This is an optimization exercise on Yosys and OpenROAD, whose aim is small area, a short achievable clock period and few clock cycles per item, not a production implementation. The RTL was checked by simulation tests, not by an equivalence proof against the original design.

## flow/design.v (module list and top-level ports; edited modules follow where they fit)
// module des_ip: 6 lines
// module des_fp: 6 lines
// module des_pc1: 6 lines
// module des_subkey1: 6 lines
// module des_subkey2: 6 lines
// module des_subkey3: 6 lines
// module des_subkey4: 6 lines
// module des_subkey5: 6 lines
// module des_subkey6: 6 lines
// module des_subkey7: 6 lines
// module des_subkey8: 6 lines
// module des_subkey9: 6 lines
// module des_subkey10: 6 lines
// module des_subkey11: 6 lines
// module des_subkey12: 6 lines
// module des_subkey13: 6 lines
// module des_subkey14: 6 lines
// module des_subkey15: 6 lines
// module des_subkey16: 6 lines
// module des_sbk1: 79 lines
// module des_sbk2: 79 lines
// module des_sbk3: 79 lines
// module des_sbk4: 79 lines
// module des_sbk5: 79 lines
// module des_sbk6: 79 lines
// module des_sbk7: 79 lines
// module des_sbk8: 79 lines
// module des_round: 15 lines
// module des_rounds_1_4: 22 lines
// module des_rounds_5_8: 22 lines
// module des_rounds_9_12: 22 lines
// module des_rounds_13_16: 22 lines
// module des_enc: 51 lines
module des_enc (
    input         clk,
    input         rst,
    input         in_valid,
    output        in_ready,
    input  [63:0] in_block,
    input  [63:0] in_key,
    output        out_valid,
    output [63:0] out_block
);
  // ...
==> flow/flow/run.sh <==
#!/bin/bash
# Own flow: the standard layout (standard.sh), with the S-box modules replaced by
# pre-mapped gate-level netlists during synthesis (see swap.tcl).
set -euo pipefail
W=$(pwd)
export SYNTH_CANONICALIZE_TCL=$W/flow/swap.tcl
BUFFER_PORTS_ARGS="-buffer_cell sky130_fd_sc_hd__buf_1" bash standard.sh SETUP_SLACK_MARGIN=38.75 finish > $W/standard.log 2>&1 || { tail -50 $W/standard.log; exit 1; }
for f in $W/orfs/logs/*/*/*/*.log; do cp "$f" $W/ 2>/dev/null || true; done
tail -5 $W/standard.log
==> flow/flow/swap.tcl <==
# Run by ORFS's synthesis canonicalize step (SYNTH_CANONICALIZE_TCL): replace the
# behavioural S-box modules with the gate-level ones in sbk_gates.v. Registers and
# everything else go through the standard synthesis unchanged.
foreach m {des_sbk1 des_sbk2 des_sbk3 des_sbk4 des_sbk5 des_sbk6 des_sbk7 des_sbk8} {
  delete $m
}
read_verilog [file join [file dirname [info script]] sbk_gates.v]
hierarchy -check -top $::env(DESIGN_NAME)
==> flow/standard.sh <==
#!/bin/bash
# synth_recipe.tcl (not shown) runs the flow's synth.tcl, then flattens the netlist and writes it again
# the make line also repeats each setting of config.mk as NAME=value (left out here)
make -C /OpenROAD-flow-scripts/flow DESIGN_CONFIG=/design/flow/config.mk WORK_HOME=/design/flow/orfs CLKGATE_MAP_FILE= SYNTH_SCRIPT=/design/flow/synth_recipe.tcl "${@:-finish}"
==> flow/config.mk <==
export PLATFORM = sky130hd
export DESIGN_NAME = des_enc
export DESIGN_NICKNAME = des_enc
export VERILOG_FILES = /design/flow/design.v
export SDC_FILE = /design/flow/constraint.sdc
export NUM_CORES = 8
export LEC_CHECK = 0
export CAP_MARGIN = 20
export CORE_MARGIN = 2
export CORE_UTILIZATION = 40
export CTS_CLUSTER_DIAMETER = 100
export CTS_CLUSTER_SIZE = 30
export SLEW_MARGIN = 20
==> flow/constraint.sdc <==
create_clock -name core_clock -period 50.0 [get_ports {clk}]
set_input_delay 10.0000 -clock core_clock [delete_from_list [all_inputs] [get_ports {clk}]]
set_output_delay 10.0000 -clock core_clock [all_outputs]
set_load 0.01 [all_outputs]
Not shown: flow/flow/sbk_gates.v
==> impl_results.md, run 1 <==
* Crit path arrival time at ~1100 ps
* Clk sinks at around 550
* Leading cell types in the layout, fill and taps excluded: 1551 x nand2_1, 1255 x nor2_1, 690 x xor2_1
* Well-Tap Cells at approximately 1800
* Final Setup Violations at 0
* RSZ-0062 raised after global routing: yes
* Vias in the first global route at 56570
* Bufs w/o clock at between 200 and 250
* Pre-antenna DRT Iters at 14
* Top-count cell post-synth: nand2_1
* CTS H-Tree Depth at 2
* Hold Path Class: reg2reg
* GR peak layer: met2
* Setup crit end: out_block[24]
* Min-Delay Endpoint: cd3_q[0]$_DFF_P_
* Met2 Track Usage GR at 0.5117
* Post-synth top cells: 1552 x nand2_1, 1264 x nor2_1, 848 x xor2_1
* Post-CTS resize count at 27
* Initial Util at 0.4016
* GRT met1 Usage at 0.3383
* Uppermost layer routed: met4
* Chip width at 375.1 um
* Layout cells sized above 1 at 0.05532
* Final #Nets at about 8500
* R2R Setup Slk at a little under 40000 ps
* Post-Synth Simple-Gate Area at 0.2648
* Crit-path max FO at 1
* Clock buffers at 43
* Outcome: timing/DRC/antenna clean
* Slew margin rel. at 0.2140
* Final Util at 0.4581
* Vias at ~63000
* Fin crit period at about 11000 ps
* Synthesized Nets at about 8200
* Skew-Pair Late Insertion Delay at roughly 660 ps
* Final worst setup slack at slightly below 40000 ps
* Setup tns final at 0 ps
Testbench counts, summed over its fixed seeds: cycles 2,088, items 2,048.
==> inputs of run 2 (changes only) <==
--- a/flow/flow/sbk_gates.v
+++ b/flow/flow/sbk_gates.v
@@ -161,3 +161,3 @@
 wire [3:0] y;
-wire c0, c3, c5, c10, c12, c13, c14, c16, c17, c18, c20, c22, c24, c25, c26, c28, c33, c34, c37, c38, c39, c41, c43, c45, c46, c48, c50, c51, c52, c53, c54, c57, c58, c59, c60, c62, c64, c65, c66, c67, c72, c73, c74, c75, c76, c79, c85, c86, c88;
+wire c1, c2, c7, c8, c10, c12, c16, c18, c19, c23, c26, c29, c30, c32, c33, c34, c36, c37, c38, c39, c40, c41, c42, c43, c45, c46, c47, c49, c51, c52, c53, c55, c56, c58, c59, c61, c63, c65, c66, c67, c68, c70, c71, c72, c74, c76, c80, c84, c87;
 sky130_fd_sc_hd__xnor2_1 i0 (.A(r[0]), .B(k[0]), .Y(x[0]));
@@ -168,55 +168,55 @@
 sky130_fd_sc_hd__xor2_1 i5 (.A(r[5]), .B(k[5]), .X(x[5]));
-sky130_fd_sc_hd__nand2_1 g0 (.A(x[2]), .B(x[3]), .Y(c0));
-sky130_fd_sc_hd__nor2_1 g3 (.A(x[4]), .B(x[5]), .Y(c3));
-sky130_fd_sc_hd__xor2_1 g5 (.A(x[0]), .B(x[2]), .X(c5));
-sky130_fd_sc_hd__xor2_1 g10 (.A(x[3]), .B(x[0]), .X(c10));
-sky130_fd_sc_hd__nand2_1 g12 (.A(x[1]), .B(c10), .Y(c12));
-sky130_fd_sc_hd__o21ai_0 g13 (.A1(x[1]), .A2(c5), .B1(c12), .Y(c13));
-sky130_fd_sc_hd__clkinv_1 g14 (.A(c13), .Y(c14));
-sky130_fd_sc_hd__o21ai_0 g16 (.A1(x[3]), .A2(c14), .B1(x[1]), .Y(c16));
-sky130_fd_sc_hd__nor2_1 g17 (.A(c3), .B(x[4]), .Y(c17));
-sky130_fd_sc_hd__xnor2_1 g18 (.A(x[3]), .B(x[1]), .Y(c18));
-sky130_fd_sc_hd__nor2_1 g20 (.A(c10), .B(x[1]), .Y(c20));
-sky130_fd_sc_hd__nor2b_1 g22 (.A(c20), .B_N(c12), .Y(c22));
-sky130_fd_sc_hd__nor2_1 g24 (.A(c5), .B(c22), .Y(c24));
-sky130_fd_sc_hd__a21oi_1 g25 (.A1(c5), .A2(c18), .B1(c24), .Y(c25));
-sky130_fd_sc_hd__nand2_1 g26 (.A(c12), .B(x[2]), .Y(c26));
-sky130_fd_sc_hd__a21boi_0 g28 (.A1(c25), .A2(c13), .B1_N(c26), .Y(c28));
-sky130_fd_sc_hd__nor2_1 g33 (.A(c3), .B(x[5]), .Y(c33));
-sky130_fd_sc_hd__a222oi_1 g34 (.A1(c3), .A2(c14), .B1(c28), .B2(c17), .C1(c13), .C2(c33), .Y(c34));
-sky130_fd_sc_hd__nor3_1 g37 (.A(c33), .B(c3), .C(c17), .Y(c37));
-sky130_fd_sc_hd__nand2_1 g38 (.A(c25), .B(c37), .Y(c38));
-sky130_fd_sc_hd__nor2_1 g39 (.A(c16), .B(c0), .Y(c39));
-sky130_fd_sc_hd__nand2_1 g41 (.A(x[2]), .B(c5), .Y(c41));
-sky130_fd_sc_hd__xnor2_1 g43 (.A(c18), .B(c5), .Y(c43));
-sky130_fd_sc_hd__nand2b_1 g45 (.A_N(x[3]), .B(c43), .Y(c45));
-sky130_fd_sc_hd__nand2_1 g46 (.A(c38), .B(c34), .Y(c46));
-sky130_fd_sc_hd__xnor2_1 g48 (.A(c5), .B(c16), .Y(c48));
-sky130_fd_sc_hd__a31oi_1 g50 (.A1(c26), .A2(x[1]), .A3(c5), .B1(c20), .Y(c50));
-sky130_fd_sc_hd__nand2_1 g51 (.A(c41), .B(c50), .Y(c51));
-sky130_fd_sc_hd__nand2_1 g52 (.A(c51), .B(c45), .Y(c52));
-sky130_fd_sc_hd__nor2_1 g53 (.A(c39), .B(c52), .Y(c53));
-sky130_fd_sc_hd__nor2_1 g54 (.A(c53), .B(c24), .Y(c54));
-sky130_fd_sc_hd__o21ai_0 g57 (.A1(c43), .A2(x[1]), .B1(c22), .Y(c57));
-sky130_fd_sc_hd__nor2_1 g58 (.A(x[1]), .B(c41), .Y(c58));
-sky130_fd_sc_hd__o22ai_1 g59 (.A1(x[1]), .A2(x[3]), .B1(c58), .B2(c43), .Y(c59));
-sky130_fd_sc_hd__a222oi_1 g60 (.A1(c3), .A2(c54), .B1(c57), .B2(c17), .C1(c59), .C2(c33), .Y(c60));
-sky130_fd_sc_hd__nor2_1 g62 (.A(x[1]), .B(c18), .Y(c62));
-sky130_fd_sc_hd__nor2_1 g64 (.A(c39), .B(c62), .Y(c64));
-sky130_fd_sc_hd__nand3_1 g65 (.A(c64), .B(c45), .C(c37), .Y(c65));
-sky130_fd_sc_hd__nand2_1 g66 (.A(c48), .B(c37), .Y(c66));
-sky130_fd_sc_hd__nand2_1 g67 (.A(c45), .B(c25), .Y(c67));
-sky130_fd_sc_hd__o21ai_0 g72 (.A1(c50), .A2(c62), .B1(c0), .Y(c72));
-sky130_fd_sc_hd__clkinv_1 g73 (.A(c43), .Y(c73));
-sky130_fd_sc_hd__a222oi_1 g74 (.A1(c72), .A2(c3), .B1(c50), .B2(c17), .C1(c33), .C2(c52), .Y(c74));
-sky130_fd_sc_hd__nand2_1 g75 (.A(c53), .B(c37), .Y(c75));
-sky130_fd_sc_hd__a21oi_1 g76 (.A1(c64), .A2(c26), .B1(c58), .Y(c76));
-sky130_fd_sc_hd__a222oi_1 g79 (.A1(c67), .A2(c3), .B1(c17), .B2(c73), .C1(c33), .C2(c76), .Y(c79));
-sky130_fd_sc_hd__nand2_1 g85 (.A(c75), .B(c74), .Y(c85));
-sky130_fd_sc_hd__nand2_1 g86 (.A(c66), .B(c79), .Y(c86));
-sky130_fd_sc_hd__nand2_1 g88 (.A(c65), .B(c60), .Y(c88));
-assign y[0] = c46;
-assign y[1] = c88;
-assign y[2] = c85;
-assign y[3] = c86;
+sky130_fd_sc_hd__nand2_1 g1 (.A(x[3]), .B(x[2]), .Y(c1));
+sky130_fd_sc_hd__nor2_1 g2 (.A(x[5]), .B(x[4]), .Y(c2));
+sky130_fd_sc_hd__xor2_1 g7 (.A(x[2]), .B(x[0]), .X(c7));
+sky130_fd_sc_hd__xor2_1 g8 (.A(x[0]), .B(x[3]), .X(c8));
+sky130_fd_sc_hd__nand2_1 g10 (.A(x[1]), .B(c8), .Y(c10));
+sky130_fd_sc_hd__o21ai_0 g12 (.A1(x[1]), .A2(c7), .B1(c10), .Y(c12));
+sky130_fd_sc_hd__o21ai_0 g16 (.A1(c10), .A2(x[3]), .B1(x[1]), .Y(c16));
+sky130_fd_sc_hd__nor2_1 g18 (.A(x[4]), .B(c2), .Y(c18));
+sky130_fd_sc_hd__xnor2_1 g19 (.A(x[3]), .B(x[1]), .Y(c19));
+sky130_fd_sc_hd__nor2_1 g23 (.A(x[1]), .B(c8), .Y(c23));
+sky130_fd_sc_hd__nor2b_1 g26 (.A(c23), .B_N(c10), .Y(c26));
+sky130_fd_sc_hd__clkinv_1 g29 (.A(c12), .Y(c29));
+sky130_fd_sc_hd__nor2_1 g30 (.A(c7), .B(c26), .Y(c30));
+sky130_fd_sc_hd__a21oi_1 g32 (.A1(c19), .A2(c7), .B1(c30), .Y(c32));
+sky130_fd_sc_hd__nand2_1 g33 (.A(x[2]), .B(c10), .Y(c33));
+sky130_fd_sc_hd__a21boi_0 g34 (.A1(c12), .A2(c32), .B1_N(c33), .Y(c34));
+sky130_fd_sc_hd__nor2_1 g36 (.A(x[5]), .B(c2), .Y(c36));
+sky130_fd_sc_hd__a222oi_1 g37 (.A1(c29), .A2(c2), .B1(c34), .B2(c18), .C1(c36), .C2(c12), .Y(c37));
+sky130_fd_sc_hd__nor3_1 g38 (.A(c18), .B(c2), .C(c36), .Y(c38));
+sky130_fd_sc_hd__nand2_1 g39 (.A(c38), .B(c32), .Y(c39));
+sky130_fd_sc_hd__nor2_1 g40 (.A(c1), .B(c16), .Y(c40));
+sky130_fd_sc_hd__nand2_1 g41 (.A(x[2]), .B(c7), .Y(c41));
+sky130_fd_sc_hd__xnor2_1 g42 (.A(c7), .B(c19), .Y(c42));
+sky130_fd_sc_hd__nand2b_1 g43 (.A_N(x[3]), .B(c42), .Y(c43));
+sky130_fd_sc_hd__nand2_1 g45 (.A(c39), .B(c37), .Y(c45));
+sky130_fd_sc_hd__a31oi_1 g46 (.A1(c33), .A2(x[1]), .A3(c7), .B1(c23), .Y(c46));
+sky130_fd_sc_hd__nand2_1 g47 (.A(c41), .B(c46), .Y(c47));
+sky130_fd_sc_hd__nand2_1 g49 (.A(c43), .B(c47), .Y(c49));
+sky130_fd_sc_hd__nor2_1 g51 (.A(c40), .B(c49), .Y(c51));
+sky130_fd_sc_hd__nor2_1 g52 (.A(c51), .B(c30), .Y(c52));
+sky130_fd_sc_hd__clkinv_1 g53 (.A(c42), .Y(c53));
+sky130_fd_sc_hd__o21ai_0 g55 (.A1(x[1]), .A2(c42), .B1(c26), .Y(c55));
+sky130_fd_sc_hd__nor2_1 g56 (.A(c41), .B(x[1]), .Y(c56));
+sky130_fd_sc_hd__o22ai_1 g58 (.A1(x[1]), .A2(c43), .B1(c42), .B2(c56), .Y(c58));
+sky130_fd_sc_hd__a222oi_1 g59 (.A1(c52), .A2(c2), .B1(c18), .B2(c55), .C1(c58), .C2(c36), .Y(c59));
+sky130_fd_sc_hd__nor2_1 g61 (.A(x[1]), .B(c19), .Y(c61));
+sky130_fd_sc_hd__nor2_1 g63 (.A(c40), .B(c61), .Y(c63));
+sky130_fd_sc_hd__nand3_1 g65 (.A(c43), .B(c63), .C(c38), .Y(c65));
+sky130_fd_sc_hd__nand2_1 g66 (.A(c43), .B(c32), .Y(c66));
+sky130_fd_sc_hd__xnor2_1 g67 (.A(c16), .B(c7), .Y(c67));
+sky130_fd_sc_hd__nand2_1 g68 (.A(c67), .B(c38), .Y(c68));
+sky130_fd_sc_hd__o21ai_0 g70 (.A1(c46), .A2(c61), .B1(c1), .Y(c70));
+sky130_fd_sc_hd__a222oi_1 g71 (.A1(c2), .A2(c70), .B1(c46), .B2(c18), .C1(c36), .C2(c49), .Y(c71));
+sky130_fd_sc_hd__nand2_1 g72 (.A(c38), .B(c51), .Y(c72));
+sky130_fd_sc_hd__a21oi_1 g74 (.A1(c63), .A2(c33), .B1(c56), .Y(c74));
+sky130_fd_sc_hd__a222oi_1 g76 (.A1(c66), .A2(c2), .B1(c53), .B2(c18), .C1(c74), .C2(c36), .Y(c76));
+sky130_fd_sc_hd__nand2_1 g80 (.A(c71), .B(c72), .Y(c80));
+sky130_fd_sc_hd__nand2_1 g84 (.A(c76), .B(c68), .Y(c84));
+sky130_fd_sc_hd__nand2_1 g87 (.A(c65), .B(c59), .Y(c87));
+assign y[0] = c45;
+assign y[1] = c87;
+assign y[2] = c80;
+assign y[3] = c84;
 sky130_fd_sc_hd__xor2_1 o0 (.A(l[0]), .B(y[0]), .X(o[0]));
@@ -293,68 +293,71 @@
 wire [3:0] y;
-wire c0, c5, c7, c8, c10, c12, c13, c14, c18, c19, c20, c22, c23, c25, c26, c28, c30, c33, c34, c37, c38, c39, c41, c43, c45, c47, c50, c51, c52, c53, c54, c57, c58, c59, c61, c62, c63, c64, c65, c67, c68, c69, c71, c74, c75, c79, c80, c82, c83, c85, c90, c92;
+wire c2, c3, c6, c7, c8, c10, c11, c12, c13, c14, c18, c19, c23, c25, c27, c29, c34, c37, c39, c40, c42, c43, c44, c47, c49, c50, c51, c52, c55, c57, c60, c61, c62, c63, c65, c66, c67, c68, c69, c71, c72, c74, c75, c78, c84, c85, c86, c87, c88, c89, c90, c94, c96, c98, c99;
 sky130_fd_sc_hd__xor2_1 i0 (.A(r[0]), .B(k[0]), .X(x[0]));
-sky130_fd_sc_hd__xnor2_1 i1 (.A(r[1]), .B(k[1]), .Y(x[1]));
-sky130_fd_sc_hd__xor2_1 i2 (.A(r[2]), .B(k[2]), .X(x[2]));
-sky130_fd_sc_hd__xor2_1 i3 (.A(r[3]), .B(k[3]), .X(x[3]));
-sky130_fd_sc_hd__xnor2_1 i4 (.A(r[4]), .B(k[4]), .Y(x[4]));
-sky130_fd_sc_hd__xnor2_1 i5 (.A(r[5]), .B(k[5]), .Y(x[5]));
-sky130_fd_sc_hd__nor2_1 g0 (.A(x[4]), .B(x[2]), .Y(c0));
-sky130_fd_sc_hd__clkinv_1 g5 (.A(x[3]), .Y(c5));
-sky130_fd_sc_hd__nand2_1 g7 (.A(x[4]), .B(x[2]), .Y(c7));
-sky130_fd_sc_hd__nor2_1 g8 (.A(x[5]), .B(c5), .Y(c8));
-sky130_fd_sc_hd__nor2_1 g10 (.A(x[0]), .B(c5), .Y(c10));
-sky130_fd_sc_hd__nor2_1 g12 (.A(x[5]), .B(x[1]), .Y(c12));
-sky130_fd_sc_hd__o21ai_0 g13 (.A1(c8), .A2(x[0]), .B1(x[1]), .Y(c13));
-sky130_fd_sc_hd__and2_0 g14 (.A(x[5]), .B(x[1]), .X(c14));
-sky130_fd_sc_hd__nor2_1 g18 (.A(c14), .B(c12), .Y(c18));
-sky130_fd_sc_hd__a21oi_1 g19 (.A1(x[1]), .A2(c13), .B1(c12), .Y(c19));
-sky130_fd_sc_hd__nand2b_1 g20 (.A_N(x[0]), .B(c12), .Y(c20));
-sky130_fd_sc_hd__nand3_1 g22 (.A(c18), .B(x[0]), .C(c5), .Y(c22));
-sky130_fd_sc_hd__o211ai_1 g23 (.A1(c18), .A2(c5), .B1(c20), .C1(c22), .Y(c23));
-sky130_fd_sc_hd__o22ai_1 g25 (.A1(x[5]), .A2(c5), .B1(c10), .B2(c12), .Y(c25));
-sky130_fd_sc_hd__o21ai_0 g26 (.A1(c13), .A2(c23), .B1(c25), .Y(c26));
-sky130_fd_sc_hd__a21o_1 g28 (.A1(x[0]), .A2(c5), .B1(c10), .X(c28));
-sky130_fd_sc_hd__nor4_1 g30 (.A(x[0]), .B(c12), .C(c14), .D(x[3]), .Y(c30));
-sky130_fd_sc_hd__a21oi_1 g33 (.A1(c14), .A2(c28), .B1(c30), .Y(c33));
-sky130_fd_sc_hd__o21ai_0 g34 (.A1(c26), .A2(c5), .B1(c33), .Y(c34));
-sky130_fd_sc_hd__nor2_1 g37 (.A(c12), .B(c34), .Y(c37));
-sky130_fd_sc_hd__a21oi_1 g38 (.A1(c8), .A2(c20), .B1(c37), .Y(c38));
-sky130_fd_sc_hd__nor2_1 g39 (.A(c0), .B(x[2]), .Y(c39));
-sky130_fd_sc_hd__nand3_1 g41 (.A(x[0]), .B(c18), .C(x[3]), .Y(c41));
-sky130_fd_sc_hd__nand3_1 g43 (.A(c33), .B(c20), .C(c41), .Y(c43));
-sky130_fd_sc_hd__nand2_1 g45 (.A(c43), .B(x[3]), .Y(c45));
-sky130_fd_sc_hd__nand2_1 g47 (.A(c22), .B(c45), .Y(c47));
-sky130_fd_sc_hd__nor2_1 g50 (.A(x[4]), .B(c0), .Y(c50));
-sky130_fd_sc_hd__and3_1 g51 (.A(x[3]), .B(x[1]), .C(x[0]), .X(c51));
-sky130_fd_sc_hd__a21oi_1 g52 (.A1(c18), .A2(x[1]), .B1(c51), .Y(c52));
-sky130_fd_sc_hd__mux2i_1 g53 (.A0(c41), .A1(c47), .S(c52), .Y(c53));
-sky130_fd_sc_hd__a222oi_1 g54 (.A1(c0), .A2(c38), .B1(c47), .B2(c39), .C1(c50), .C2(c53), .Y(c54));
-sky130_fd_sc_hd__inv_1 g57 (.A(c7), .Y(c57));
-sky130_fd_sc_hd__nand2_1 g58 (.A(x[1]), .B(c53), .Y(c58));
-sky130_fd_sc_hd__o311a_1 g59 (.A1(c5), .A2(x[1]), .A3(x[0]), .B1(c57), .C1(c22), .X(c59));
-sky130_fd_sc_hd__nand2_1 g61 (.A(c58), .B(c59), .Y(c61));
-sky130_fd_sc_hd__nand2_1 g62 (.A(c54), .B(c61), .Y(c62));
-sky130_fd_sc_hd__nand2_1 g63 (.A(c28), .B(c12), .Y(c63));
-sky130_fd_sc_hd__nand2_1 g64 (.A(c63), .B(c52), .Y(c64));
-sky130_fd_sc_hd__a211oi_1 g65 (.A1(c12), .A2(c28), .B1(c30), .C1(c51), .Y(c65));
-sky130_fd_sc_hd__o21a_1 g67 (.A1(c34), .A2(c25), .B1(c52), .X(c67));
-sky130_fd_sc_hd__a222oi_1 g68 (.A1(c0), .A2(c64), .B1(c39), .B2(c65), .C1(c50), .C2(c67), .Y(c68));
-sky130_fd_sc_hd__nand2_1 g69 (.A(c57), .B(c26), .Y(c69));
-sky130_fd_sc_hd__nand2_1 g71 (.A(c69), .B(c68), .Y(c71));
-sky130_fd_sc_hd__o21ai_0 g74 (.A1(c43), .A2(x[5]), .B1(c33), .Y(c74));
-sky130_fd_sc_hd__a222oi_1 g75 (.A1(c0), .A2(c74), .B1(c34), .B2(c39), .C1(c50), .C2(c43), .Y(c75));
-sky130_fd_sc_hd__o21ai_0 g79 (.A1(c8), .A2(c19), .B1(c41), .Y(c79));
-sky130_fd_sc_hd__o22ai_1 g80 (.A1(c59), .A2(c75), .B1(c43), .B2(c7), .Y(c80));
-sky130_fd_sc_hd__a21oi_1 g82 (.A1(c79), .A2(c63), .B1(c51), .Y(c82));
-sky130_fd_sc_hd__o32a_1 g83 (.A1(c30), .A2(c64), .A3(c28), .B1(c52), .B2(c34), .X(c83));
-sky130_fd_sc_hd__a222oi_1 g85 (.A1(c79), .A2(c0), .B1(c82), .B2(c39), .C1(c83), .C2(c50), .Y(c85));
-sky130_fd_sc_hd__nand2_1 g90 (.A(c23), .B(c57), .Y(c90));
-sky130_fd_sc_hd__nand2_1 g92 (.A(c90), .B(c85), .Y(c92));
-assign y[0] = c62;
-assign y[1] = c71;
-assign y[2] = c80;
-assign y[3] = c92;
-sky130_fd_sc_hd__xor2_1 o0 (.A(l[0]), .B(y[0]), .X(o[0]));
+sky130_fd_sc_hd__xor2_1 i1 (.A(r[1]), .B(k[1]), .X(x[1]));
+sky130_fd_sc_hd__xnor2_1 i2 (.A(r[2]), .B(k[2]), .Y(x[2]));
+sky130_fd_sc_hd__xnor2_1 i3 (.A(r[3]), .B(k[3]), .Y(x[3]));
+sky130_fd_sc_hd__xor2_1 i4 (.A(r[4]), .B(k[4]), .X(x[4]));
+sky130_fd_sc_hd__xor2_1 i5 (.A(r[5]), .B(k[5]), .X(x[5]));
+sky130_fd_sc_hd__nor2_1 g2 (.A(x[1]), .B(x[5]), .Y(c2));
+sky130_fd_sc_hd__and3_1 g3 (.A(x[2]), .B(x[4]), .C(x[4]), .X(c3));
+sky130_fd_sc_hd__xor2_1 g6 (.A(x[4]), .B(x[3]), .X(c6));
+sky130_fd_sc_hd__a21oi_1 g7 (.A1(x[2]), .A2(x[0]), .B1(c6), .Y(c7));
+sky130_fd_sc_hd__xor2_1 g8 (.A(x[0]), .B(x[2]), .X(c8));
+sky130_fd_sc_hd__nand2_1 g10 (.A(c8), .B(x[4]), .Y(c10));
+sky130_fd_sc_hd__clkinv_1 g11 (.A(c10), .Y(c11));
+sky130_fd_sc_hd__nor3_1 g12 (.A(x[2]), .B(x[4]), .C(x[0]), .Y(c12));
+sky130_fd_sc_hd__a21oi_1 g13 (.A1(x[0]), .A2(x[4]), .B1(c12), .Y(c13));
+sky130_fd_sc_hd__nor2_1 g14 (.A(c8), .B(x[4]), .Y(c14));
+sky130_fd_sc_hd__nand2_1 g18 (.A(x[3]), .B(c13), .Y(c18));
+sky130_fd_sc_hd__o22ai_1 g19 (.A1(x[3]), .A2(c13), .B1(c18), .B2(c14), .Y(c19));
+sky130_fd_sc_hd__xnor2_1 g23 (.A(c7), .B(c3), .Y(c23));
+sky130_fd_sc_hd__nor2_1 g25 (.A(c2), .B(x[1]), .Y(c25));
+sky130_fd_sc_hd__a21oi_1 g27 (.A1(c23), .A2(c11), .B1(c14), .Y(c27));
+sky130_fd_sc_hd__nor2_1 g29 (.A(x[5]), .B(c2), .Y(c29));
+sky130_fd_sc_hd__nand3_1 g34 (.A(x[2]), .B(x[3]), .C(c6), .Y(c34));
+sky130_fd_sc_hd__nand2_1 g37 (.A(x[3]), .B(c34), .Y(c37));
+sky130_fd_sc_hd__o21ai_0 g39 (.A1(c7), .A2(x[2]), .B1(c37), .Y(c39));
+sky130_fd_sc_hd__xnor2_1 g40 (.A(x[0]), .B(c39), .Y(c40));
+sky130_fd_sc_hd__a222oi_1 g42 (.A1(c2), .A2(c23), .B1(c27), .B2(c25), .C1(c40), .C2(c29), .Y(c42));
+sky130_fd_sc_hd__nor2b_1 g43 (.A(c29), .B_N(x[1]), .Y(c43));
+sky130_fd_sc_hd__a21boi_0 g44 (.A1(c8), .A2(c18), .B1_N(c37), .Y(c44));
+sky130_fd_sc_hd__nand2_1 g47 (.A(c43), .B(c44), .Y(c47));
+sky130_fd_sc_hd__nand2_1 g49 (.A(c47), .B(c42), .Y(c49));
+sky130_fd_sc_hd__nand2_1 g50 (.A(c3), .B(x[2]), .Y(c50));
+sky130_fd_sc_hd__nand2b_1 g51 (.A_N(x[3]), .B(x[0]), .Y(c51));
+sky130_fd_sc_hd__and3_1 g52 (.A(c6), .B(x[2]), .C(x[0]), .X(c52));
+sky130_fd_sc_hd__a21oi_1 g55 (.A1(c51), .A2(c50), .B1(c52), .Y(c55));
+sky130_fd_sc_hd__a21oi_1 g57 (.A1(x[3]), .A2(c12), .B1(c55), .Y(c57));
+sky130_fd_sc_hd__nor2_1 g60 (.A(c7), .B(c52), .Y(c60));
+sky130_fd_sc_hd__nor2_1 g61 (.A(c12), .B(c11), .Y(c61));
+sky130_fd_sc_hd__nand2_1 g62 (.A(c57), .B(c51), .Y(c62));
+sky130_fd_sc_hd__o21ai_0 g63 (.A1(c60), .A2(x[4]), .B1(c50), .Y(c63));
+sky130_fd_sc_hd__o22ai_1 g65 (.A1(c62), .A2(c60), .B1(c51), .B2(c27), .Y(c65));
+sky130_fd_sc_hd__nor2_1 g66 (.A(c55), .B(c12), .Y(c66));
+sky130_fd_sc_hd__a222oi_1 g67 (.A1(c2), .A2(c57), .B1(c25), .B2(c63), .C1(c29), .C2(c65), .Y(c67));
+sky130_fd_sc_hd__nand2_1 g68 (.A(c43), .B(c60), .Y(c68));
+sky130_fd_sc_hd__nand2_1 g69 (.A(c67), .B(c68), .Y(c69));
+sky130_fd_sc_hd__nand2_1 g71 (.A(c63), .B(c66), .Y(c71));
+sky130_fd_sc_hd__o21ai_0 g72 (.A1(c3), .A2(c19), .B1(c71), .Y(c72));
+sky130_fd_sc_hd__o22a_1 g74 (.A1(c14), .A2(c18), .B1(x[3]), .B2(c27), .X(c74));
+sky130_fd_sc_hd__a222oi_1 g75 (.A1(c19), .A2(c2), .B1(c25), .B2(c72), .C1(c29), .C2(c74), .Y(c75));
+sky130_fd_sc_hd__nand2_1 g78 (.A(c34), .B(c61), .Y(c78));
+sky130_fd_sc_hd__nand2_1 g84 (.A(c43), .B(c78), .Y(c84));
+sky130_fd_sc_hd__nand2_1 g85 (.A(c84), .B(c75), .Y(c85));
+sky130_fd_sc_hd__o21bai_1 g86 (.A1(x[0]), .A2(x[4]), .B1_N(c18), .Y(c86));
+sky130_fd_sc_hd__nand2_1 g87 (.A(x[2]), .B(c86), .Y(c87));
+sky130_fd_sc_hd__nand2_1 g88 (.A(c87), .B(c37), .Y(c88));
+sky130_fd_sc_hd__nand2_1 g89 (.A(c88), .B(c10), .Y(c89));
+sky130_fd_sc_hd__nand2_1 g90 (.A(c86), .B(c71), .Y(c90));
+sky130_fd_sc_hd__a222oi_1 g94 (.A1(c89), .A2(c2), .B1(c25), .B2(c90), .C1(c29), .C2(c66), .Y(c94));
+sky130_fd_sc_hd__o22ai_1 g96 (.A1(c11), .A2(c19), .B1(c61), .B2(c60), .Y(c96));
+sky130_fd_sc_hd__nand2_1 g98 (.A(c43), .B(c96), .Y(c98));
+sky130_fd_sc_hd__nand2_1 g99 (.A(c94), .B(c98), .Y(c99));
+assign y[0] = c49;
+assign y[1] = c69;
+assign y[2] = c85;
+assign y[3] = c99;
+sky130_fd_sc_hd__xnor2_1 o0 (.A(l[0]), .B(y[0]), .Y(o[0]));
 sky130_fd_sc_hd__xor2_1 o1 (.A(l[1]), .B(y[1]), .X(o[1]));
-sky130_fd_sc_hd__xor2_1 o2 (.A(l[2]), .B(y[2]), .X(o[2]));
+sky130_fd_sc_hd__xnor2_1 o2 (.A(l[2]), .B(y[2]), .Y(o[2]));
 sky130_fd_sc_hd__xor2_1 o3 (.A(l[3]), .B(y[3]), .X(o[3]));
@@ -516,65 +519,65 @@
 wire [3:0] y;
-wire c0, c1, c2, c3, c5, c6, c9, c12, c14, c15, c16, c17, c18, c19, c23, c24, c26, c28, c31, c33, c35, c36, c38, c41, c43, c44, c45, c50, c51, c52, c53, c57, c58, c62, c63, c66, c67, c68, c70, c71, c72, c76, c77, c78, c79, c80, c82, c88, c92, c94;
+wire c0, c1, c2, c3, c4, c5, c9, c10, c12, c13, c14, c18, c20, c22, c23, c24, c25, c26, c27, c28, c29, c30, c31, c32, c38, c39, c43, c44, c45, c46, c47, c48, c51, c53, c57, c58, c59, c61, c62, c63, c65, c67, c69, c72, c75, c79, c85, c88, c89, c96;
 sky130_fd_sc_hd__xor2_1 i0 (.A(r[0]), .B(k[0]), .X(x[0]));
-sky130_fd_sc_hd__xnor2_1 i1 (.A(r[1]), .B(k[1]), .Y(x[1]));
+sky130_fd_sc_hd__xor2_1 i1 (.A(r[1]), .B(k[1]), .X(x[1]));
 sky130_fd_sc_hd__xor2_1 i2 (.A(r[2]), .B(k[2]), .X(x[2]));
-sky130_fd_sc_hd__xnor2_1 i3 (.A(r[3]), .B(k[3]), .Y(x[3]));
+sky130_fd_sc_hd__xor2_1 i3 (.A(r[3]), .B(k[3]), .X(x[3]));
 sky130_fd_sc_hd__xnor2_1 i4 (.A(r[4]), .B(k[4]), .Y(x[4]));
-sky130_fd_sc_hd__xnor2_1 i5 (.A(r[5]), .B(k[5]), .Y(x[5]));
-sky130_fd_sc_hd__nor2_1 g0 (.A(x[5]), .B(x[0]), .Y(c0));
-sky130_fd_sc_hd__nand2_1 g1 (.A(x[4]), .B(x[1]), .Y(c1));
-sky130_fd_sc_hd__xor2_1 g2 (.A(x[1]), .B(x[3]), .X(c2));
-sky130_fd_sc_hd__nand2_1 g3 (.A(x[2]), .B(x[4]), .Y(c3));
-sky130_fd_sc_hd__a21oi_1 g5 (.A1(x[1]), .A2(x[3]), .B1(x[4]), .Y(c5));
-sky130_fd_sc_hd__a21oi_1 g6 (.A1(x[4]), .A2(x[3]), .B1(c5), .Y(c6));
-sky130_fd_sc_hd__nor2_1 g9 (.A(x[2]), .B(c6), .Y(c9));
-sky130_fd_sc_hd__nor2_1 g12 (.A(x[4]), .B(x[2]), .Y(c12));
-sky130_fd_sc_hd__nor2_1 g14 (.A(c1), .B(c3), .Y(c14));
-sky130_fd_sc_hd__a21oi_1 g15 (.A1(x[3]), .A2(c12), .B1(c14), .Y(c15));
-sky130_fd_sc_hd__o21ai_0 g16 (.A1(c9), .A2(c2), .B1(c15), .Y(c16));
-sky130_fd_sc_hd__nand2_1 g17 (.A(x[3]), .B(c12), .Y(c17));
-sky130_fd_sc_hd__nor2_1 g18 (.A(c0), .B(x[0]), .Y(c18));
-sky130_fd_sc_hd__a21oi_1 g19 (.A1(c6), .A2(x[2]), .B1(c9), .Y(c19));
-sky130_fd_sc_hd__nand2_1 g23 (.A(x[1]), .B(c19), .Y(c23));
-sky130_fd_sc_hd__o21ai_0 g24 (.A1(c16), .A2(x[1]), .B1(c23), .Y(c24));
-sky130_fd_sc_hd__nor2_1 g26 (.A(c0), .B(x[5]), .Y(c26));
-sky130_fd_sc_hd__nor3_1 g28 (.A(x[2]), .B(c6), .C(x[1]), .Y(c28));
-sky130_fd_sc_hd__nor2_1 g31 (.A(x[1]), .B(c3), .Y(c31));
-sky130_fd_sc_hd__nor3b_1 g33 (.A(x[2]), .B(x[3]), .C_N(x[1]), .Y(c33));
-sky130_fd_sc_hd__nor2_1 g35 (.A(c33), .B(c31), .Y(c35));
-sky130_fd_sc_hd__o21ai_0 g36 (.A1(c2), .A2(x[4]), .B1(c35), .Y(c36));
-sky130_fd_sc_hd__o21ai_0 g38 (.A1(c36), .A2(c28), .B1(c15), .Y(c38));
-sky130_fd_sc_hd__o21ai_0 g41 (.A1(c17), .A2(c5), .B1(c38), .Y(c41));
-sky130_fd_sc_hd__nand2_1 g43 (.A(c1), .B(c41), .Y(c43));
-sky130_fd_sc_hd__a222oi_1 g44 (.A1(c0), .A2(c16), .B1(c18), .B2(c24), .C1(c43), .C2(c26), .Y(c44));
-sky130_fd_sc_hd__and2_0 g45 (.A(x[5]), .B(x[0]), .X(c45));
-sky130_fd_sc_hd__nand2_1 g50 (.A(c36), .B(c45), .Y(c50));
-sky130_fd_sc_hd__nand2_1 g51 (.A(c44), .B(c50), .Y(c51));
-sky130_fd_sc_hd__nand2b_1 g52 (.A_N(c6), .B(x[1]), .Y(c52));
-sky130_fd_sc_hd__nor3_1 g53 (.A(x[2]), .B(x[1]), .C(x[4]), .Y(c53));
-sky130_fd_sc_hd__nor2_1 g57 (.A(c31), .B(c53), .Y(c57));
-sky130_fd_sc_hd__nand2_1 g58 (.A(c57), .B(c52), .Y(c58));
-sky130_fd_sc_hd__o211ai_1 g62 (.A1(c14), .A2(c3), .B1(c17), .C1(c52), .Y(c62));
-sky130_fd_sc_hd__a21oi_1 g63 (.A1(x[2]), .A2(c6), .B1(c28), .Y(c63));
-sky130_fd_sc_hd__o21ai_0 g66 (.A1(c16), .A2(c58), .B1(c63), .Y(c66));
-sky130_fd_sc_hd__a222oi_1 g67 (.A1(c0), .A2(c19), .B1(c58), .B2(c18), .C1(c26), .C2(c66), .Y(c67));
-sky130_fd_sc_hd__nand2_1 g68 (.A(c45), .B(c62), .Y(c68));
-sky130_fd_sc_hd__nand2_1 g70 (.A(c67), .B(c68), .Y(c70));
-sky130_fd_sc_hd__nand2_1 g71 (.A(c52), .B(c41), .Y(c71));
-sky130_fd_sc_hd__nand2_1 g72 (.A(c15), .B(c63), .Y(c72));
-sky130_fd_sc_hd__nand2_1 g76 (.A(c57), .B(c23), .Y(c76));
-sky130_fd_sc_hd__clkinv_1 g77 (.A(c72), .Y(c77));
-sky130_fd_sc_hd__a222oi_1 g78 (.A1(c71), .A2(c0), .B1(c18), .B2(c77), .C1(c26), .C2(c76), .Y(c78));
-sky130_fd_sc_hd__nand2_1 g79 (.A(c45), .B(c72), .Y(c79));
-sky130_fd_sc_hd__nand2_1 g80 (.A(c79), .B(c78), .Y(c80));
-sky130_fd_sc_hd__o21bai_1 g82 (.A1(c58), .A2(c76), .B1_N(c33), .Y(c82));
-sky130_fd_sc_hd__a222oi_1 g88 (.A1(c82), .A2(c0), .B1(c18), .B2(c38), .C1(c26), .C2(c16), .Y(c88));
-sky130_fd_sc_hd__nand2_1 g92 (.A(c45), .B(c24), .Y(c92));
-sky130_fd_sc_hd__nand2_1 g94 (.A(c88), .B(c92), .Y(c94));
-assign y[0] = c51;
-assign y[1] = c70;
-assign y[2] = c80;
-assign y[3] = c94;
-sky130_fd_sc_hd__xnor2_1 o0 (.A(l[0]), .B(y[0]), .Y(o[0]));
-sky130_fd_sc_hd__xnor2_1 o1 (.A(l[1]), .B(y[1]), .Y(o[1]));
+sky130_fd_sc_hd__xor2_1 i5 (.A(r[5]), .B(k[5]), .X(x[5]));
+sky130_fd_sc_hd__nor2_1 g0 (.A(x[0]), .B(x[5]), .Y(c0));
+sky130_fd_sc_hd__nor2b_1 g1 (.A(x[1]), .B_N(x[3]), .Y(c1));
+sky130_fd_sc_hd__nor2_1 g2 (.A(x[4]), .B(x[2]), .Y(c2));
+sky130_fd_sc_hd__and2_0 g3 (.A(x[4]), .B(x[2]), .X(c3));
+sky130_fd_sc_hd__nand2_1 g4 (.A(x[4]), .B(c1), .Y(c4));
+sky130_fd_sc_hd__nand2_1 g5 (.A(x[5]), .B(c4), .Y(c5));
+sky130_fd_sc_hd__nor2_1 g9 (.A(x[3]), .B(c2), .Y(c9));
+sky130_fd_sc_hd__nor2_1 g10 (.A(c2), .B(c3), .Y(c10));
+sky130_fd_sc_hd__nor2_1 g12 (.A(c1), .B(c10), .Y(c12));
+sky130_fd_sc_hd__a21oi_1 g13 (.A1(c1), .A2(c10), .B1(c12), .Y(c13));
+sky130_fd_sc_hd__and2_0 g14 (.A(c2), .B(x[3]), .X(c14));
+sky130_fd_sc_hd__o21ai_0 g18 (.A1(c14), .A2(c9), .B1(x[1]), .Y(c18));
+sky130_fd_sc_hd__o21ai_0 g20 (.A1(x[1]), .A2(c13), .B1(c18), .Y(c20));
+sky130_fd_sc_hd__nor2_1 g22 (.A(c20), .B(x[5]), .Y(c22));
+sky130_fd_sc_hd__nor2_1 g23 (.A(x[0]), .B(c0), .Y(c23));
+sky130_fd_sc_hd__nor2_1 g24 (.A(x[4]), .B(x[3]), .Y(c24));
+sky130_fd_sc_hd__or2_0 g25 (.A(c24), .B(x[1]), .X(c25));
+sky130_fd_sc_hd__o21ai_0 g26 (.A1(c3), .A2(c25), .B1(c18), .Y(c26));
+sky130_fd_sc_hd__nand2_1 g27 (.A(c24), .B(x[1]), .Y(c27));
+sky130_fd_sc_hd__or3_1 g28 (.A(c23), .B(c22), .C(c26), .X(c28));
+sky130_fd_sc_hd__nand2_1 g29 (.A(x[0]), .B(c13), .Y(c29));
+sky130_fd_sc_hd__nor2_1 g30 (.A(c24), .B(x[2]), .Y(c30));
+sky130_fd_sc_hd__nor2_1 g31 (.A(c0), .B(x[5]), .Y(c31));
+sky130_fd_sc_hd__nand2_1 g32 (.A(c30), .B(x[1]), .Y(c32));
+sky130_fd_sc_hd__a21oi_1 g38 (.A1(x[4]), .A2(c1), .B1(c25), .Y(c38));
+sky130_fd_sc_hd__a31oi_1 g39 (.A1(x[3]), .A2(x[4]), .A3(c13), .B1(c38), .Y(c39));
+sky130_fd_sc_hd__and2_0 g43 (.A(c39), .B(c27), .X(c43));
+sky130_fd_sc_hd__a21oi_1 g44 (.A1(c43), .A2(c32), .B1(c14), .Y(c44));
+sky130_fd_sc_hd__a222oi_1 g45 (.A1(c22), .A2(c0), .B1(c23), .B2(c26), .C1(c44), .C2(c31), .Y(c45));
+sky130_fd_sc_hd__nor2_1 g46 (.A(c30), .B(c13), .Y(c46));
+sky130_fd_sc_hd__nor2_1 g47 (.A(c23), .B(c5), .Y(c47));
+sky130_fd_sc_hd__or2_0 g48 (.A(c14), .B(c43), .X(c48));
+sky130_fd_sc_hd__nand2_1 g51 (.A(c48), .B(c47), .Y(c51));
+sky130_fd_sc_hd__nand2_1 g53 (.A(c45), .B(c51), .Y(c53));
+sky130_fd_sc_hd__a21oi_1 g57 (.A1(c12), .A2(x[1]), .B1(c38), .Y(c57));
+sky130_fd_sc_hd__and3_1 g58 (.A(x[3]), .B(c18), .C(c10), .X(c58));
+sky130_fd_sc_hd__a21oi_1 g59 (.A1(c32), .A2(c20), .B1(c58), .Y(c59));
+sky130_fd_sc_hd__nor2_1 g61 (.A(c38), .B(c46), .Y(c61));
+sky130_fd_sc_hd__a222oi_1 g62 (.A1(c0), .A2(c57), .B1(c23), .B2(c59), .C1(c61), .C2(c31), .Y(c62));
+sky130_fd_sc_hd__o21ai_0 g63 (.A1(c51), .A2(c59), .B1(c39), .Y(c63));
+sky130_fd_sc_hd__nand2_1 g65 (.A(c47), .B(c63), .Y(c65));
+sky130_fd_sc_hd__a21oi_1 g67 (.A1(c32), .A2(c26), .B1(c58), .Y(c67));
+sky130_fd_sc_hd__nand2_1 g69 (.A(c62), .B(c65), .Y(c69));
+sky130_fd_sc_hd__inv_1 g72 (.A(c67), .Y(c72));
+sky130_fd_sc_hd__a222oi_1 g75 (.A1(x[5]), .A2(c29), .B1(c0), .B2(c72), .C1(c31), .C2(c67), .Y(c75));
+sky130_fd_sc_hd__a22oi_1 g79 (.A1(c75), .A2(c75), .B1(c23), .B2(c43), .Y(c79));
+sky130_fd_sc_hd__nand2_1 g85 (.A(c29), .B(c48), .Y(c85));
+sky130_fd_sc_hd__a21oi_1 g88 (.A1(c10), .A2(c38), .B1(c12), .Y(c88));
+sky130_fd_sc_hd__a222oi_1 g89 (.A1(c85), .A2(c0), .B1(c23), .B2(c88), .C1(c31), .C2(c20), .Y(c89));
+sky130_fd_sc_hd__nand2_1 g96 (.A(c28), .B(c89), .Y(c96));
+assign y[0] = c53;
+assign y[1] = c69;
+assign y[2] = c79;
+assign y[3] = c96;
+sky130_fd_sc_hd__xor2_1 o0 (.A(l[0]), .B(y[0]), .X(o[0]));
+sky130_fd_sc_hd__xor2_1 o1 (.A(l[1]), .B(y[1]), .X(o[1]));
 sky130_fd_sc_hd__xor2_1 o2 (.A(l[2]), .B(y[2]), .X(o[2]));
==> run 2 against run 1 <==
Against the previous run:
- flip-flop and latch count stayed put
- final cell count is 0.29% higher
- first-iteration DRC count is 1.2% lower
- clock-buffer cell count is 6 lower
- clock skew is 22 ps higher
- sequential share of layout area is 0.31 points higher
- critical endpoint is now out_block[41]
- highest routed layer unchanged
==> impl_results.md, run 2 <==
* Outcome: timing/DRC/antenna clean
* Crit-path max FO at 1 (unchanged)
* Placed inst area at 58510 um2
* Largest net degree at the start of global routing at 31
* Vias in the first global route at 56040 (-0.93%)
* Least-Margin Pin Slew at around 1300 ps
* Top post-synthesis cells by area: dfxtp_1 20%, xor2_1 15%, nand2_1 11%, xnor2_1 11%, nor2_1 8.9%
* Register area share after synthesis at 0.1989
* Cell Count, Final, Fillers Out at roughly 10000
* Synthesized cell area at around 55000 um2
* CP top delay family: flip-flops
* Num CTS Buffers at 37
* Area Overhead vs Synth at 11.50%
* Max cap viols at 0
* DIE AREA at about 140000 um2
* Most common cell after layout, fill and taps aside: nand2_1
* Crit-path max cell delay at ~350 ps
* Final Setup Violations at 0 (unchanged)
* Depth of the worst register-to-register path at 41
* Leading cell types in the layout, fill and taps excluded: 1568 x nand2_1, 1312 x nor2_1, 814 x xor2_1
* Post-synth EDFFs at 0
* Worst path slowest cell: dfxtp_1
* First-pass GRT wire length at between 300 and 400 mm
* Synth top area share at 0.1989
* CTS tree: built
* Vias at 61720 (-1.3%)
* Fin crit period at 11150 ps (+7.500 ps)
* CP startpoint kind: flip-flop
* Sequential cell area at between 10000 and 15000 um2
* Synth area leader: dfxtp_1
* Synth cell types at 34
* Final period utilization at 0.2230
* Fillers at 13920
* DRC at 0
* Gr usage total at 0.3140
* I/O Pins at between 150 and 200
* Final #Nets at 8540 (+0.38%)
* Synth Register Bits at 549
* Clk sinks at 549 (unchanged)
* WL/cell at between 20 and 25 um
* RSZ-0062 raised after global routing: yes
* Hold Buf Count CTS at 0
* Crit path capture type: output port
* Top-count cell post-synth: nand2_1
* Hold Path Class: reg2reg
* Fin Hold WS at 441.4 ps
* Critical path type: reg2out
* # port buffers at about 190
* Root Driver: clkbuf_16
* Synthesized Nets at 8271 (+0.58%)
* Crit path required time at around 40000 ps
* Min-Delay Path Depth at 1
* Initial Util at 0.4024 (+0.0008144)
* Synthesized area per cell at approximately 6.8 um2
* Initial antenna violation count at 3
* Iter 0 DRT Violations at 8760
* Setup tns final at 0 ps (unchanged)
* R2R Setup Slk at 39180 ps (+20 ps)
* Post-route ant nets at 0
* Reg clk slew, reported paths at 100 ps
* Cell Rows at between 100 and 150
* Fin. Hold Viols at 0
* Worst Skew at about 49 ps
* CP Cell Sequence: buf_1
* Worst path bufs/invs at 1
* Crit path arrival time at 1150 ps (about the same)
* Area of the multi-input gates at 45240 um2
* R2r endpoint: lr2_q[17]$_DFF_P_
* Min-Delay Endpoint: v_q[1]$_SDFF_PP0_
* Clock Path Buffers at 3
* Drt total wl at between 200 and 250 mm
* Placed Cells at slightly above 10000
* Slew margin rel. at 0.1175 (-0.09650)
* Worst reg2reg path startpoint: cd1_q[24]$_DFF_P_
* Chip width at 375.7 um (+0.16%)
* Die height at roughly 380 um
* FFs w/ async S/R, synth at 0
* Fin. max-slew vios at 0
* Syn Inst Count at 8140
* Via/cell ratio at 6.033
* Grt total ovfl at 0
* CTS H-Tree Depth at 2 (unchanged)
* Design area at a little over 60000 um2
* FMAX at roughly 90 MHz
* Synth Warn # at 5
* RD Place Congestion at between 1 and 1.5
* Layout cells sized above 1 at 0.03842 (-0.01690)
* Post-synth top cells: 1568 x nand2_1, 1312 x nor2_1, 928 x xor2_1
* Core ar. at 137300 um2
* Detail Placement HPWL at slightly below 200 mm
* Skew-Pair Late Insertion Delay at 670 ps (about the same)
* Pre-antenna DRT Iters at 14 (unchanged)
* Hold_sp: v_q[0]$_SDFF_PP0_
* Ys flop type: dfxtp_1
## run 2: changes by cell type in the layout (fill, tap and decap cells not counted), sizes merged, moves of 32 or more
cell / change
nand3: -32
nor2b: +32
and3: +32
xnor2: -32
xor2: +80
a21oi: +32
o21ai: -64
nor2: +48
o211ai: -32
or2: +32
## run 2: final cells by class
class,instances,share of cell area
Clock buffer,37,0.01503
Timing Repair Buffer,231,0.01675
Clock inverter,27,0.008042
Sequential cell,549,0.1786
Inverter,176,0.01072
Multi-Input combinational cell,7414,0.7343
Tap cell,1794,0.03643
Antenna cell,2,0.00008123
## run 2: kinds of logic (layout without fill, tap and decap cells)
kind of cell	after synthesis	in the layout	share of synthesized area
flops	549	549	0.1989
compound gates	2208	2208	0.2627
other cells	1	3	0.00006787
buf+inv	177	471	0.01209
simple gates	3605	3605	0.2727
xor+xnor	1600	1600	0.2536
## run 2: worst max path at each step
stage	from	end	slack [ps]	depth (start not counted)
after floorplan	out_q[0]$_DFF_P_	out_block[0]	39670	0
after global placement	cd1_q[0]$_DFF_P_	lr2_q[2]$_DFF_P_	38380	38
after detailed placement	cd0_q[21]$_DFF_P_	lr1_q[25]$_DFF_P_	38420	39
after CTS	cd0_q[21]$_DFF_P_	lr1_q[2]$_DFF_P_	38750	37
after global routing	lr2_q[0]$_DFF_P_	lr3_q[13]$_DFF_P_	38730	42
final	out_q[41]$_DFF_P_	out_block[41]	38850	1
## run 2: what timing repair did
action	CTS	global route
setup buffers	0	5
resized for setup	10	214
pin swaps	0	1
setup endpoints to repair	22	128
## run 2: metal layers
| metal | vias up | track usage | wire, um | share of wire |
|---|---|---|---|---|
| met4 | 0 | 0.3433 | 28930 | 0.12 |
| li1 | 29410 | - | - | - |
| met3 | 765 | 0.03166 | 15440 | 0.066 |
| met5 | - | 0 | 0 | 0 |
| met2 | 3460 | 0.5252 | 107400 | 0.46 |
| met1 | 28080 | 0.3319 | 81320 | 0.35 |
## run 2: metrics by stage
| stage | setup WS [ps] | util |
|---|---|---|
| after detailed placement | 38420 | 0.4261 |
| after floorplan | 39670 | - |
| final | 38850 | 0.4486 |
| after CTS | 38750 | 0.4370 |
| after global placement | 38380 | 0.4259 |
| after global routing | 38730 | 0.4486 |
==> inputs of run 3 (changes only) <==
==> flow/flow/run.sh (replaced) <==
#!/bin/bash
# Own flow: the standard layout (standard.sh), with the S-box modules replaced by
# pre-mapped gate-level netlists during synthesis (see swap.tcl).
set -euo pipefail
W=$(pwd)
export SYNTH_CANONICALIZE_TCL=$W/flow/swap.tcl
BUFFER_PORTS_ARGS="-buffer_cell sky130_fd_sc_hd__buf_1" bash standard.sh SETUP_SLACK_MARGIN=38.75 SKIP_CTS_REPAIR_TIMING=1 finish > $W/standard.log 2>&1 || { tail -50 $W/standard.log; exit 1; }
for f in $W/orfs/logs/*/*/*/*.log; do cp "$f" $W/ 2>/dev/null || true; done
tail -5 $W/standard.log
==> run 3 against run 2 <==
Against the previous run:
- wire length barely moved
- highest routed layer unchanged
==> impl_results.md, run 3 <==
* Final worst setup slack at 38850 ps (+3.900 ps)
* Ys flop type: dfxtp_1
* FMAX at 89.72 MHz (about the same)
* Fin crit period at 11150 ps (-3.900 ps)
* Sequential cell area at 11000 um2 (about the same)
* Synth area leader: dfxtp_1
* Synth cell types at 34 (unchanged)
* Reg clk slew, reported paths at 100 ps (about the same)
* Least-Margin Pin Slew at 1314 ps (+4.592 ps)
* Synth Register Bits at 549 (unchanged)
* Pre-antenna DRT Iters at 13 (-1)
* Die height at 375.7 um (unchanged)
* Place WS at 38420 ps (unchanged)
* Final Setup Violations at 0 (unchanged)
* Slew margin rel. at 0.1144 (-0.003094)
* Cell Rows at 136 (unchanged)
* Crit path required time at 40000 ps (about the same)
* Chip width at 375.7 um (unchanged)
* Register area share after synthesis at 0.1989 (unchanged)
* Crit-path max cell delay at 350 ps (about the same)
* Critical path type: reg2out
* Gr usage total at 0.3140 (about the same)
* CP Cell Sequence: buf_1
* CTS H-Tree Depth at 2 (unchanged)
* Leading cell types in the layout, fill and taps excluded: 1568 x nand2_1, 1312 x nor2_1, 816 x xor2_1
* Final #Nets at 8540 (unchanged)
* RSZ-0062 raised after global routing: yes
* Clk sinks at 549 (unchanged)
* # port buffers at 187 (unchanged)
* Hold Path Class: reg2reg
* Min-Delay Path Depth at 1 (unchanged)
* Post-synth top cells: 1568 x nand2_1, 1312 x nor2_1, 928 x xor2_1
* Drt total wl at 233.1 mm (about the same)
* Vias in the first global route at 56050 (+0.012%)
* Top post-synthesis cells by area: dfxtp_1 20%, xor2_1 15%, nand2_1 11%, xnor2_1 11%, nor2_1 8.9%
* Antenna Cells at 0 (-2)
* Outcome: timing/DRC/antenna clean
* Detail Placement HPWL at 193.5 mm (unchanged)
* Worst Skew at 49.48 ps (+0.6318 ps)
* Clock Path Buffers at 3 (unchanged)
* Placed Cells at 10160 (unchanged)
* Area Overhead vs Synth at 11.44% (about the same)
* Max cap viols at 0 (unchanged)
* First-pass GRT wire length at 336.7 mm (about the same)
* Synthesized area per cell at 6.788 um2 (unchanged)
* Cell Count, Final, Fillers Out at 10230 (-0.020%)
* Initial antenna violation count at 2 (-1)
* Placed inst area at 58510 um2 (unchanged)
* Fin Hold WS at 440.1 ps (-1.282 ps)
* Top-count cell post-synth: nand2_1
* R2R Setup Slk at 39190 ps (about the same)
* WL/cell at 22.79 um (about the same)
* Post-synth EDFFs at 0 (unchanged)
* Most common cell after layout, fill and taps aside: nand2_1
* Synth top area share at 0.1989 (unchanged)
* CP startpoint kind: flip-flop
* Final period utilization at 0.2229 (about the same)
* Worst path bufs/invs at 1 (unchanged)
* Design area at 61580 um2 (about the same)
* Grt total ovfl at 0 (unchanged)
* CP top delay family: flip-flops
* Iter 0 DRT Violations at 8778 (+0.21%)
* Synthesized Nets at 8271 (unchanged)
* Synthesized cell area at 55260 um2 (unchanged)
* Post-route ant nets at 0 (unchanged)
* Hold_sp: v_q[0]$_SDFF_PP0_
* Skew-Pair Late Insertion Delay at 670 ps (about the same)
* Fillers at 13920 (unchanged)
* FFs w/ async S/R, synth at 0 (unchanged)
* Worst reg2reg path startpoint: cd1_q[24]$_DFF_P_
* Fin. max-slew vios at 0 (unchanged)
* Area of the multi-input gates at 45220 um2 (about the same)
* R2r endpoint: lr2_q[17]$_DFF_P_
* Via/cell ratio at 6.038 (about the same)
* Fin. Hold Viols at 0 (unchanged)
* Crit-path max FO at 1 (unchanged)
* I/O Pins at 197 (unchanged)
* Crit path capture type: output port
* Worst path slowest cell: dfxtp_1
* Layout cells sized above 1 at 0.03747 (-0.0009485)
* DRC at 0 (unchanged)
* Initial Util at 0.4024 (unchanged)
* DIE AREA at 141100 um2 (unchanged)
* Vias at 61750 (+0.062%)
* Syn Inst Count at 8140 (unchanged)
* Core ar. at 137300 um2 (unchanged)
* Largest net degree at the start of global routing at 31 (unchanged)
* Final Util at 0.4484 (about the same)
* Root Driver: clkbuf_16
* Depth of the worst register-to-register path at 41 (unchanged)
* Synth Warn # at 5 (unchanged)
* Min-Delay Endpoint: v_q[1]$_SDFF_PP0_
* CTS tree: built
* Setup tns final at 0 ps (unchanged)
* Num CTS Buffers at 37 (unchanged)
* Crit path arrival time at 1150 ps (about the same)
* RD Place Congestion at 1.043 (unchanged)
-- run 3: changes by cell type in the layout (fill, tap and decap cells not counted), sizes merged --
cell   delta
diode     -2
-- run 3: worst max path at each step --
stage	start	endpoint	cells after the start
floorplan	out_q[0]$_DFF_P_	out_block[0]	0
global placement	cd1_q[0]$_DFF_P_	lr2_q[2]$_DFF_P_	38
detailed placement	cd0_q[21]$_DFF_P_	lr1_q[25]$_DFF_P_	39
CTS	cd0_q[21]$_DFF_P_	lr1_q[25]$_DFF_P_	39
global route	cd1_q[23]$_DFF_P_	lr2_q[9]$_DFF_P_	43
finish	out_q[41]$_DFF_P_	out_block[41]	1
-- run 3: cell type report --
| class | count | share of cell area |
|---|---|---|
| Clock buffer | 37 | 0.01504 |
| Timing Repair Buffer | 231 | 0.01676 |
| Clock inverter | 27 | 0.008046 |
| Inverter | 176 | 0.01073 |
| Sequential cell | 549 | 0.1787 |
| Tap cell | 1794 | 0.03645 |
| Multi-Input combinational cell | 7414 | 0.7343 |
-- run 3: cells by family after synthesis --
family          count (synthesis)  synth area share
compound gates               2208            0.2627
xor+xnor                     1600            0.2536
buf+inv                       177           0.01209
flops                         549            0.1989
other cells                     1        0.00006787
simple gates                 3605            0.2727
-- run 3: metal layers --
layer  track usage  vias to the layer above  routed length, um
met5             0                        -                  0
met4        0.3502                        0              29530
met3       0.03230                      775              15600
met2        0.5218                     3461             106800
met1        0.3315                    28110              81240
li1              -                    29410                  -
==> inputs of run 4 (changes only) <==
==> flow/flow/run.sh (replaced) <==
#!/bin/bash
# Own flow: the standard layout (standard.sh), with the S-box modules replaced by
# pre-mapped gate-level netlists during synthesis (see swap.tcl).
set -euo pipefail
W=$(pwd)
export SYNTH_CANONICALIZE_TCL=$W/flow/swap.tcl
BUFFER_PORTS_ARGS="-buffer_cell sky130_fd_sc_hd__buf_1" bash standard.sh SETUP_SLACK_MARGIN=39 SKIP_INCREMENTAL_REPAIR=1 finish > $W/standard.log 2>&1 || { tail -50 $W/standard.log; exit 1; }
for f in $W/orfs/logs/*/*/*/*.log; do cp "$f" $W/ 2>/dev/null || true; done
tail -5 $W/standard.log
==> run 4 against run 3 <==
Against the previous run:
- via count down 0.23%
- register-to-register slack worse by 570 ps
- flip-flop and latch count unchanged
- die area unchanged
- first-iteration DRC count down 1.1%
- non-clock buffer count down 5
- critical path depth up 33
- utilization down 0.90 points
==> impl_results.md, run 4 <==
* Fin. Hold Viols at 0 (unchanged)
* Gr usage total at 0.3142 (about the same)
* Chip width at 375.7 um (unchanged)
* DRC at 0 (unchanged)
* Vias at 61610 (-0.23%)
* Least-Margin Pin Slew at 1242 ps (-72.63 ps)
* Synth cell types at 34 (unchanged)
* CP startpoint kind: flip-flop
* Post-CTS Setup Bufs at 0
* Hold Path Class: reg2reg
* Crit path arrival time at 11870 ps (+10720 ps)
* Clock Path Buffers at 3 (unchanged)
* Post-synth EDFFs at 0 (unchanged)
* I/O Pins at 197 (unchanged)
* Synth Warn # at 5 (unchanged)
* # port buffers at 187 (unchanged)
* CTS tree: built
* Synth Register Bits at 549 (unchanged)
* Place WS at 38420 ps (unchanged)
* Final #Nets at 8535 (-0.059%)
* Worst reg2reg path startpoint: lr3_q[25]$_DFF_P_
* FFs w/ async S/R, synth at 0 (unchanged)
* Largest net degree at the start of global routing at 31 (unchanged)
* Hold_sp: cd0_q[17]$_DFF_P_
* Post-synth top cells: 1568 x nand2_1, 1312 x nor2_1, 928 x xor2_1
* Final worst setup slack at 38620 ps (-238.2 ps)
* Reg clk slew, reported paths at 110 ps (about the same)
* Fin crit period at 11380 ps (+238.2 ps)
* Final period utilization at 0.2277 (+0.004764)
* Synthesized area per cell at 6.788 um2 (unchanged)
* Skew-Pair Late Insertion Delay at 670 ps (about the same)
* Area Overhead vs Synth at 9.198%
* Crit path required time at 50490 ps (+10490 ps)
* R2R Setup Slk at 38620 ps (-570 ps)
* Outcome: timing/DRC/antenna clean
* FMAX at 87.84 MHz (-2.1%)
* Synth top area share at 0.1989 (unchanged)
* Final Util at 0.4394 (-0.009038)
* Pre-antenna DRT Iters at 14 (+1)
* Post-CTS resize count at roughly 120
* Initial antenna violation count at 1 (-1)
* Initial Util at 0.4024 (unchanged)
* Leading cell types in the layout, fill and taps excluded: 1568 x nand2_1, 1312 x nor2_1, 902 x xor2_1
* Post-route ant nets at 0 (unchanged)
* Register area share after synthesis at 0.1989 (unchanged)
* Layout cells sized above 1 at 0.02539 (-0.01208)
* Synth area leader: dfxtp_1
* Max cap viols at 0 (unchanged)
* WL/cell at 22.82 um (+0.13%)
* RD Place Congestion at 1.043 (unchanged)
* Fin. max-slew vios at 0 (unchanged)
* Die height at 375.7 um (unchanged)
* Critical path's most frequent cell: xnor2_1
* Grt total ovfl at 0 (unchanged)
* R2r endpoint: out_q[54]$_DFF_P_
* Setup tns final at 0 ps (unchanged)
* Critical Path Start: lr3_q[25]$_DFF_P_
* Clk sinks at 549 (unchanged)
* DIE AREA at 141100 um2 (unchanged)
* Detail Placement HPWL at 193.5 mm (unchanged)
* Iter 0 DRT Violations at 8685 (-1.1%)
* Worst path slowest cell: xor2_1
* Final Setup Violations at 0 (unchanged)
* Cell Rows at 136 (unchanged)
* Top-count cell post-synth: nand2_1
* Core ar. at 137300 um2 (unchanged)
* Hold Buf Count CTS at 0
* Via/cell ratio at 6.025 (-0.20%)
* Synthesized cell area at 55260 um2 (unchanged)
* Cell Count, Final, Fillers Out at 10230 (-0.029%)
* Worst Skew at 46.71 ps (-2.770 ps)
* Crit-path max FO at 8 (+7)
* Depth of the worst register-to-register path at 34 (-17%)
* Critical path type: reg2reg
* Ys flop type: dfxtp_1
* Slew margin rel. at 0.1693 (+0.05487)
* Synthesized Nets at 8271 (unchanged)
* Vias in the first global route at 56050 (-0.0054%)
* Placed Cells at 10160 (unchanged)
* Most common cell after layout, fill and taps aside: nand2_1
* Top post-synthesis cells by area: dfxtp_1 20%, xor2_1 15%, nand2_1 11%, xnor2_1 11%, nor2_1 8.9%
* First-pass GRT wire length at 337.1 mm (+0.10%)
* Drt total wl at 233.3 mm (about the same)
* Root Driver: clkbuf_16
* Crit path capture type: flip-flop
* Setup crit end: out_q[54]$_DFF_P_
* Num CTS Buffers at 37 (unchanged)
* Crit-path max cell delay at 850 ps (+500 ps)
* CTS H-Tree Depth at 2 (unchanged)
* Syn Inst Count at 8140 (unchanged)
[run 4: cell counts after synthesis]
No cell type changed its count.
[run 4: metal layers]
metal	vias to the layer above	wire length (um)	global-route usage
li1	29470	-	-
met4	0	29540	0.3408
met1	28060	82520	0.3324
met2	3307	106400	0.5265
met5	-	0	0
met3	768	14930	0.03143
[run 4: how the worst min path moves through the flow]
stage	slack, ps	depth (start not counted)	end
floorplan	370	0	cd1_q[30]$_DFF_P_
global placement	410	0	cd1_q[17]$_DFF_P_
detailed placement	420	0	cd1_q[17]$_DFF_P_
CTS	430	0	cd1_q[17]$_DFF_P_
global route	440	0	cd1_q[17]$_DFF_P_
finish	430	0	cd1_q[17]$_DFF_P_
[run 4: kinds of logic (layout without fill, tap and decap cells)]
family / Yosys count / after routing / synth area share
AOI/OAI and AO/OA: 2208 / 2208 / 0.2627
xor gates and xnor gates: 1600 / 1600 / 0.2536
buffers and inverters: 177 / 466 / 0.01209
other: 1 / 3 / 0.00006787
DFF: 549 / 549 / 0.1989
and+or+nand+nor: 3605 / 3605 / 0.2727
[run 4: area by class of cell]
type,instances,area [um2]
flip-flops and latches,549,11000
repair buffers,226,1126
clock buffers,37,925.9
clock inverters,27,495.5
diodes,2,5.005
well taps,1794,2245
fillers,14030,76980
inverters,176,660.6
multi-input cells,7414,43880
[run 4: critical path: cells and delay by family, from the launching register on]
| kind | cells | cell delay (ps) |
|---|---|---|
| XOR/XNOR | 10 | 4660 |
| AO/OA/AOI/OAI | 18 | 4580 |
| AND/OR/NAND/NOR | 6 | 1530 |
| flip-flops | 1 | 460 |
[run 4: metrics by stage]
step / cell area (um2) / hold WS [ps]
CTS: 60330 / 429.7
detailed placement: 58510 / 422.1
global route: 60330 / 440.5
finish: 60340 / 432.6
floorplan: 55260 / 373.0
global placement: 58490 / 409.4

-- port drivers added, routing unchanged --
How much do the figures lean on ideal ports? The routed layouts below were timed once more, with nothing changed but the port constraints. Step 1 assumes that a clkbuf_16 drives the clock port and a buf_2 every other input. Step 2 adds t to the input delays and takes it off the output delays; t is the mean of the earliest and latest rising clock arrival at the registers after step 1. Input paths then give back, and output paths get back, about the clock's delay inside the block. Three values: no drivers, after step 1, after step 2; two values: the first two.
run	t (ns)	setup slack, ns	slew at the worst register clock pin (ns)
run 1	0.729	38.858 / 38.777 / 39.156	0.11 / 0.11
run 2	0.718	38.850 / 38.772 / 39.178	0.11 / 0.11
run 3	0.722	38.854 / 38.775 / 39.193	0.11 / 0.11
run 4	0.722	38.616 / 38.616 / 38.616	0.11 / 0.11
After both steps every run listed still meets setup and hold.
